Context: an optimization exercise on an open-source flow, tuned for small area, a short achievable clock period and few clock cycles per item. The choices shown serve that exercise and are no tape-out recipe. In this exercise RTL edits were held to simulation tests only and were not proved equivalent to the original. Power and IR drop assume default switching activity.

## flow/design.v (module list and top-level ports; edited modules follow where they fit)
// module lzc32: 26 lines
// module fa_cell: 10 lines
// module ha_cell: 9 lines
// module sabcm_32x32: 1827 lines
module sabcm_32x32 (
    input clk,
    input rst_n,
    input start,
    input signed [31:0] operand_a,
    input signed [31:0] operand_b,
    output reg done,
    output wire signed [63:0] product_out,
    output wire [4:0] op_a_leading_bits,
    output wire [4:0] op_b_leading_bits
);
  // ...
==> flow/run.sh <==
#!/bin/bash
# synth_recipe.tcl (not shown) runs the flow's synth.tcl, then flattens the netlist and writes it again
# the make line also repeats each setting of config.mk as NAME=value (left out here)
make -C /OpenROAD-flow-scripts/flow DESIGN_CONFIG=/design/flow/config.mk WORK_HOME=/design/flow/orfs CLKGATE_MAP_FILE= SYNTH_SCRIPT=/design/flow/synth_recipe.tcl finish
==> flow/config.mk <==
export PLATFORM = sky130hd
export DESIGN_NAME = sabcm_32x32
export DESIGN_NICKNAME = sabcm_32x32
export VERILOG_FILES = /design/flow/design.v
export SDC_FILE = /design/flow/constraint.sdc
export NUM_CORES = 4
export LEC_CHECK = 0
export ABC_AREA = 1
export CAP_MARGIN = 20
export CORE_MARGIN = 2
export CORE_UTILIZATION = 55
export SETUP_SLACK_MARGIN = 4.5
export SLEW_MARGIN = 20
export SYNTH_HIERARCHICAL = 1
export SYNTH_MINIMUM_KEEP_SIZE = 0
==> flow/constraint.sdc <==
create_clock -name core_clock -period 10.0 [get_ports {clk}]
set_input_delay 2.0000 -clock core_clock [delete_from_list [all_inputs] [get_ports {clk}]]
set_output_delay 2.0000 -clock core_clock [all_outputs]
set_load 0.01 [all_outputs]
==> impl_metrics.yaml, run 1 <==
pwr:
  leakage_nw: 14.7
  comb-power_mw: 8.60
  p_seq_mw: 1.08
  p_clk_mw: 0.656
  total_power_mw: 10.3
placement:
  pre_cts_ws_ns: 2.89
  dp_cells: 3444
finish:
  seq_cells: 123
  largest_reg_flops: 122
  multiInputCombCellCount: 2250
  final-nonclk-buf-share_pct: 16.0
  clkCellAreaFrac_pct: 1.81
  nFillCells: 3369
  finalNonFillerCells: 3713
  largestClassByArea: "multi-input gates"
  inverters: 250
route:
  met1_length_um: 34600
  wl_um: 103000
  wire_per_inst_um: 27.6
worst_setup_path:
  critical_path.endpoint: "pipe_reg[68]"
  cp_common_cell: "fa_2"
  slowest_stage: "fa_2"
cts:
  cts.sinks: 123
  cts_setup_buffers: 104
  htreeDepth: 4
  clock-root-buffer: "clkbuf_16"
  cts_tree: "built"
  hold_buffers: 0
  cts.clk_slew.worst_paths_ns: 0.06
floorplan:
  fp.dieW_um: 222
  io_pins: 142
  core_mm2: 0.0467
yosys:
  syn_nets: 3534
  synth_ff_type: "dfxtp_1"
  seq_area_frac_synth_pct: 9.47
  synth-xor-area-share_pct: 17.6
  post-synth-top-count-cell: "xor2_1"
timing:
  fin_hold_ws_ns: 1.66
  finalSetupViolations: 0
  setup_tns_ns: 0
global_route:
  grt_pass1_vias: 24500
hold_path:
  hold_path_class: "input port to async pin"
outcome:
  status: "no timing/DRC/antenna violations"
Testbench counts, summed over its fixed seeds: cycles 2,408, items 2,400.
==> module lzc32, before the edit <==
module lzc32 (
    input wire signed [31:0] data_in,
    output wire [4:0] leading_bits
);
    wire [31:0] d = {data_in[30:0] ^ data_in[31:1], 1'b1};
    wire [7:0] nz;
    wire [15:0] c;
    genvar k;
    generate
        for (k = 0; k < 8; k = k + 1) begin : grp
            wire [3:0] g = d[4*k+3:4*k];
            assign nz[k] = |g;
            assign c[2*k+1] = ~(g[3] | g[2]);
            assign c[2*k] = ~g[3] & (g[2] | ~g[1]);
        end
    endgenerate
    wire z7 = ~nz[7], z6 = ~nz[6], z5 = ~nz[5], z4 = ~nz[4];
    wire z3 = ~nz[3], z2 = ~nz[2], z1 = ~nz[1];
    wire hi4 = z7 & z6 & z5 & z4;
    wire i2 = hi4;
    wire i1 = hi4 ? (z3 & z2) : (z7 & z6);
    wire i0 = hi4 ? (z3 & (nz[2] | z1)) : (z7 & (nz[6] | z5));
    wire [2:0] gi = 3'd7 - {i2, i1, i0};
    wire [1:0] lc = {c[2*gi+1], c[2*gi]};
    assign leading_bits = {i2, i1, i0, lc};
endmodule
==> run 2: changes to the inputs <==
--- a/flow/design.v
+++ b/flow/design.v
@@ -4,31 +4,43 @@
     output wire [4:0] leading_bits
 );
     wire [31:0] d = {data_in[30:0] ^ data_in[31:1], 1'b1};
     wire [7:0] nz;
     wire [15:0] c;
     genvar k;
     generate
         for (k = 0; k < 8; k = k + 1) begin : grp
-            wire [3:0] g = d[4*k+3:4*k];
-            assign nz[k] = |g;
-            assign c[2*k+1] = ~(g[3] | g[2]);
-            assign c[2*k] = ~g[3] & (g[2] | ~g[1]);
+            lzc_grp4 u_grp (.g(d[4*k+3:4*k]), .nz(nz[k]), .c(c[2*k+1:2*k]));
         end
     endgenerate
-    wire z7 = ~nz[7], z6 = ~nz[6], z5 = ~nz[5], z4 = ~nz[4];
-    wire z3 = ~nz[3], z2 = ~nz[2], z1 = ~nz[1];
-    wire hi4 = z7 & z6 & z5 & z4;
-    wire i2 = hi4;
-    wire i1 = hi4 ? (z3 & z2) : (z7 & z6);
-    wire i0 = hi4 ? (z3 & (nz[2] | z1)) : (z7 & (nz[6] | z5));
-    wire [2:0] gi = 3'd7 - {i2, i1, i0};
-    wire [1:0] lc = {c[2*gi+1], c[2*gi]};
-    assign leading_bits = {i2, i1, i0, lc};
+    wire [7:0] above;   
+    assign above[7] = 1'b1;
+    assign above[6] = ~nz[7];
+    assign above[5] = ~(nz[7] | nz[6]);
+    assign above[4] = ~(nz[7] | nz[6] | nz[5]);
+    assign above[3] = ~(nz[7] | nz[6] | nz[5] | nz[4]);
+    assign above[2] = above[3] & ~nz[3];
+    assign above[1] = above[3] & ~(nz[3] | nz[2]);
+    assign above[0] = above[3] & ~(nz[3] | nz[2] | nz[1]);
+    wire [7:0] first = nz & above;
+    assign leading_bits[4] = above[3];
+    assign leading_bits[3] = first[5] | first[4] | first[1] | first[0];
+    assign leading_bits[2] = first[6] | first[4] | first[2] | first[0];
+    assign leading_bits[1] = |(first & {c[15], c[13], c[11], c[9], c[7], c[5], c[3], c[1]});
+    assign leading_bits[0] = |(first & {c[14], c[12], c[10], c[8], c[6], c[4], c[2], c[0]});
+endmodule
+module lzc_grp4 (
+    input wire [3:0] g,
+    output wire nz,
+    output wire [1:0] c
+);
+    assign nz = |g;
+    assign c[1] = ~(g[3] | g[2]);
+    assign c[0] = ~g[3] & (g[2] | ~g[1]);
 endmodule
 module fa_cell (
     input wire a,
     input wire b,
     input wire ci,
     output wire s,
     output wire co
 );
@@ -39,31 +51,41 @@
     input wire a,
     input wire b,
     output wire s,
     output wire co
 );
     assign s = a ^ b;
     assign co = a & b;
 endmodule
+module booth_dec (
+    input wire [2:0] b,
+    output wire one_n,
+    output wire two_n
+);
+    assign one_n = ~(b[1] ^ b[0]);
+    assign two_n = ~((b[2] & ~b[1] & ~b[0]) | (~b[2] & b[1] & b[0]));
+endmodule
 `timescale 1ns / 1ps
 module sabcm_32x32 (
     input clk,
     input rst_n,
     input start,
     input signed [31:0] operand_a,
     input signed [31:0] operand_b,
     output reg done,
     output wire signed [63:0] product_out,
     output wire [4:0] op_a_leading_bits,
     output wire [4:0] op_b_leading_bits
 );
     lzc32 lzc_a (.data_in(operand_a), .leading_bits(op_a_leading_bits));
     lzc32 lzc_b (.data_in(operand_b), .leading_bits(op_b_leading_bits));
     wire [32:0] a_ext = {operand_a[31], operand_a};
+    wire [32:0] a_ext_n = ~a_ext;
+    wire [32:0] a_x2_n = ~{operand_a, 1'b0};
     reg [122:0] pipe_reg;
     wire s1;
     wire c2;
     wire s3;
     wire c4;
     wire s5;
     wire c6;
     wire s7;
==> flow/flow/run.sh (new file) <==
#!/bin/bash
set -euo pipefail
export BUFFER_PORTS_ARGS="-buffer_cell sky130_fd_sc_hd__buf_2"
bash standard.sh > standard.log 2>&1
==> flow/standard.sh (new file) <==
#!/bin/bash
# synth_recipe.tcl (not shown) runs the flow's synth.tcl, then flattens the netlist and writes it again
# the make line also repeats each setting of config.mk as NAME=value (left out here)
make -C /OpenROAD-flow-scripts/flow DESIGN_CONFIG=/design/flow/config.mk WORK_HOME=/design/flow/orfs CLKGATE_MAP_FILE= SYNTH_SCRIPT=/design/flow/synth_recipe.tcl "${@:-finish}"
==> flow/config.mk (replaced) <==
export PLATFORM = sky130hd
export DESIGN_NAME = sabcm_32x32
export DESIGN_NICKNAME = sabcm_32x32
export VERILOG_FILES = /design/flow/design.v
export SDC_FILE = /design/flow/constraint.sdc
export NUM_CORES = 4
export LEC_CHECK = 0
export ABC_AREA = 1
export CAP_MARGIN = 20
export CORE_MARGIN = 2
export CORE_UTILIZATION = 40
export CTS_BUF_LIST = sky130_fd_sc_hd__clkbuf_4 sky130_fd_sc_hd__clkbuf_8
export PLACE_DENSITY = 0.7
export SETUP_SLACK_MARGIN = 4.3
export SLEW_MARGIN = 20
export SYNTH_HIERARCHICAL = 1
export SYNTH_MINIMUM_KEEP_SIZE = 0
removed: flow/run.sh
==> run 2 against run 1 <==
- wire length decreased by 12%
- still clean
- critical path depth unchanged
- critical endpoint is now pipe_reg[62]
- fmax decreased by 0.17%
- critical path type unchanged
==> impl_metrics.yaml, run 2 <==
outcome:
  status: "no timing/DRC/antenna violations"
cts:
  cts.sinks: 123
  cts_tree: "built"
  cts.clk_slew.worst_paths_ns: 0.09
  htreeDepth: 4
  hold_buffers: 0
  clock-root-buffer: "clkbuf_8"
  clockBufferDepth: 2
  numCtsBuffers: 17
floorplan:
  dieArea_mm2: 0.0665
  io_pins: 142
  fp.dieW_um: 258
  core_mm2: 0.0641
  num_rows: 93
  initial_utilization_pct: 40.2
  die_y_um: 258
timing:
  layout_min_cycle_time_ns: 5.67
  finalCritPeriodShare_pct: 56.7
  rsz0062_at_grt: "false"
  slew_violations: 0
  slew_headroom_pct: 34.3
  worst_pin_slew_ns: 0.982
  hold_viol: 0
  fin_ws_ns: 4.33
  setup_tns_ns: 0
  finalSetupViolations: 0
  clock.fmax_mhz: 176
worst_setup_path:
  worstPathRequired_ns: 10.42
  criticalPathCategory: "input port to flip-flop"
  cp_common_cell: "fa_1"
  arrival_ns: 6.09
  cpPeakStageDelay_ns: 0.56
  cp_num_buf_inv: 5
  path_cells: "buf_6, buf_12, buf_4, clkinvlp_4, nand2_1, o21ai_4, buf_12, o22ai_1, xor2_1, fa_1, fa_1, fa_1, fa_2, fa_1, fa_1"
  startpoint_type: "input port"
  path_delay_family: "adder cells"
  end_kind: "flip-flop"
  slowest_stage: "fa_1"
  crit_fanout: 9
yosys:
  avgSynthCellArea_um2: 9.30
  yosysWarnings: 7
  synthArstFlopShare_pct: 0.813
  syn-instance-count: 2769
  syn_nets: 3416
  ys_top_cells_by_count: "562 x xor2_1, 472 x fa_1, 465 x o22ai_1"
  synth_ff_type: "dfxtp_1"
  ys_types: 39
  seq_area_frac_synth_pct: 9.58
  synth.top_cell.area_share_pct: 36.7
  ys_seq_elements: 123
  yosys.area.top_type: "fa_1"
  synth_area_leaders: "fa_1 37%, xor2_1 19%, o22ai_1 11%"
  synth_edf_count: 0
  post-synth-top-count-cell: "xor2_1"
  synth_area_mm2: 0.0258
route:
  drc: 0
  antenna_left: 0
  dr.pass1.iters: 6
  viasPerCell: 6.09
  wire_per_inst_um: 24.4
  vias: 22600
  wl_um: 90200
  dr.first_iter.drc_count: 2824
finish:
  drive_above_1_share_pct: 17.9
  final_cell_mix: "555 x xor2_1, 463 x fa_1, 442 x o22ai_1"
  largest_reg_flops: 122
  final_util_pct: 46.1
  nets: 3478
  syn_to_final_growth_pct: 14.8
  layout_commonest_cell: "xor2_1"
placement:
  port_buffers: 141
  gp_congestion: 0.953
  hpwl_um: 60300
  pre_cts_ws_ns: 2.89
hold_path:
  hold_path_class: "input port to async pin"
global_route:
  groute.usage.overall_pct: 26.1
  grt_pass1_vias: 22400
  grt_overflow: 0
  grt_pass1_wl_um: 133000
  grt_antenna_before_repair: 2
  grt_max_degree: 65
pwr:
  ir_drop_mv: 0.271
  power_density_mw_per_mm2: 320
  leakage_nw: 12.7
flow_run:
  maxCapViolCount: 0
## run 2: cell type report
cell class	instances	area, µm²
multi-input cells	2158	21900
inverters	223	885
clock buffers	17	234
clock inverters	15	236
diodes	5	12.5
flip-flops and latches	123	2470
fillers	5851	34500
repair inverters	1	7.51
repair buffers	307	2750
well taps	855	1070
## run 2: final timing paths
kind | from | endpoint | slack [ns] | cells after the start
min | rst_n | done | 1.20 | 1
max in group asynchronous | rst_n | done | 8.72 | 1
max | operand_b[3] | pipe_reg[62] | 4.33 | 15
min in group core_clock | start | done | 1.55 | 1
## run 2: per-module statistics from Yosys, one instance, submodules excluded
| module | cells | flops+latches | area [µm²] | copies in the design |
|---|---|---|---|---|
| lzc_grp4 | 5 | 0 | 26.3 | 16 |
| ha_cell | 1 | 0 | 12.5 | 42 |
| fa_cell | 1 | 0 | 20.0 | 443 |
| sabcm_32x32 | 2040 | 123 | 14900 | 1 |
| lzc32 | 82 | 0 | 524 | 2 |
## run 2: cell families (layout without fill, tap and decap cells)
kind of cell | count (synthesis) | after routing | synth area share (%)
adders and majority gates | 580 | 580 | 41.9
DFF | 123 | 123 | 9.58
AOI/OAI and AO/OA | 629 | 630 | 15.1
other | 2 | 7 | 0.0292
buffers and inverters | 489 | 563 | 7.46
and+or+nand+nor | 368 | 368 | 6.28
xor gates and xnor gates | 578 | 578 | 19.7
## run 2: power by group
group / internal [mW] / switching (mW)
logic: 3.47 / 4.36
registers: 0.929 / 0.136
clock network: 0.301 / 0.250
total: 4.70 / 4.75
## run 2: repair_timing
action                                  4_1_cts  5_1_grt
gates cloned                                  4       14
setup buffers                                33       38
resized for setup                            82       87
pin swaps                                     6       29
endpoints found under the setup margin       75       54
## run 2: per-layer routing
layer / routed length, µm / share of wire, % / track usage (%)
met3: 12500 / 14 / 8.66
met5: 72 / 0.080 / 0
met2: 40300 / 45 / 41.4
met1: 31400 / 35 / 31.3
met4: 5910 / 6.6 / 14.4
## run 2: through the flow
| step | cells | total power [mW] | instance area (µm²) | hold WS (ns) |
|---|---|---|---|---|
| after floorplan | 2769 | 6.34 | 26100 | 1.70 |
| after global placement | 3578 | 8.60 | 27300 | 1.77 |
| after detailed placement | 3578 | 8.85 | 27300 | 1.78 |
| after CTS | 3647 | 9.50 | 28500 | 1.13 |
| after global routing | 3700 | 10.6 | 29600 | 1.15 |
| final | 3704 | 9.45 | 29600 | 1.20 |
Testbench counts of run 2, summed over its fixed seeds: cycles 2,408, items 2,400.

what the ideal ports hide:
No port has a modelled driver above. Below, the same layouts with a new extraction and two added sets of constraints. Step 1 (the two cells are an assumption about what drives the block):
set clk [get_ports {clk}]
set_driving_cell -lib_cell sky130_fd_sc_hd__clkbuf_16 $clk
set_driving_cell -lib_cell sky130_fd_sc_hd__buf_2 [delete_from_list [all_inputs] $clk]
Step 2, shift: input delay + t, output delay - t, t = (earliest + latest rising clock arrival at the registers) / 2. This alone moves slack from input paths to output paths. Slacks: ideal / step 1 / step 2; pairs: ideal / step 1.
| run | t (ns) | setup slack, ns | latest minus earliest clock arrival (ns) | worst data-port slew with drivers (ns) |
|---|---|---|---|---|
| run 1 | 0.544 | 4.340 / 4.226 / 3.722 | 0.019 / 0.019 | 0.26 |
| run 2 | 0.607 | 4.331 / 4.299 / 3.722 | 0.024 / 0.024 | 0.11 |
After both steps every run listed still meets setup and hold. The setup slack of run 1, which loses most, moves by -0.114 ns with the drivers and by -0.618 ns with both steps.
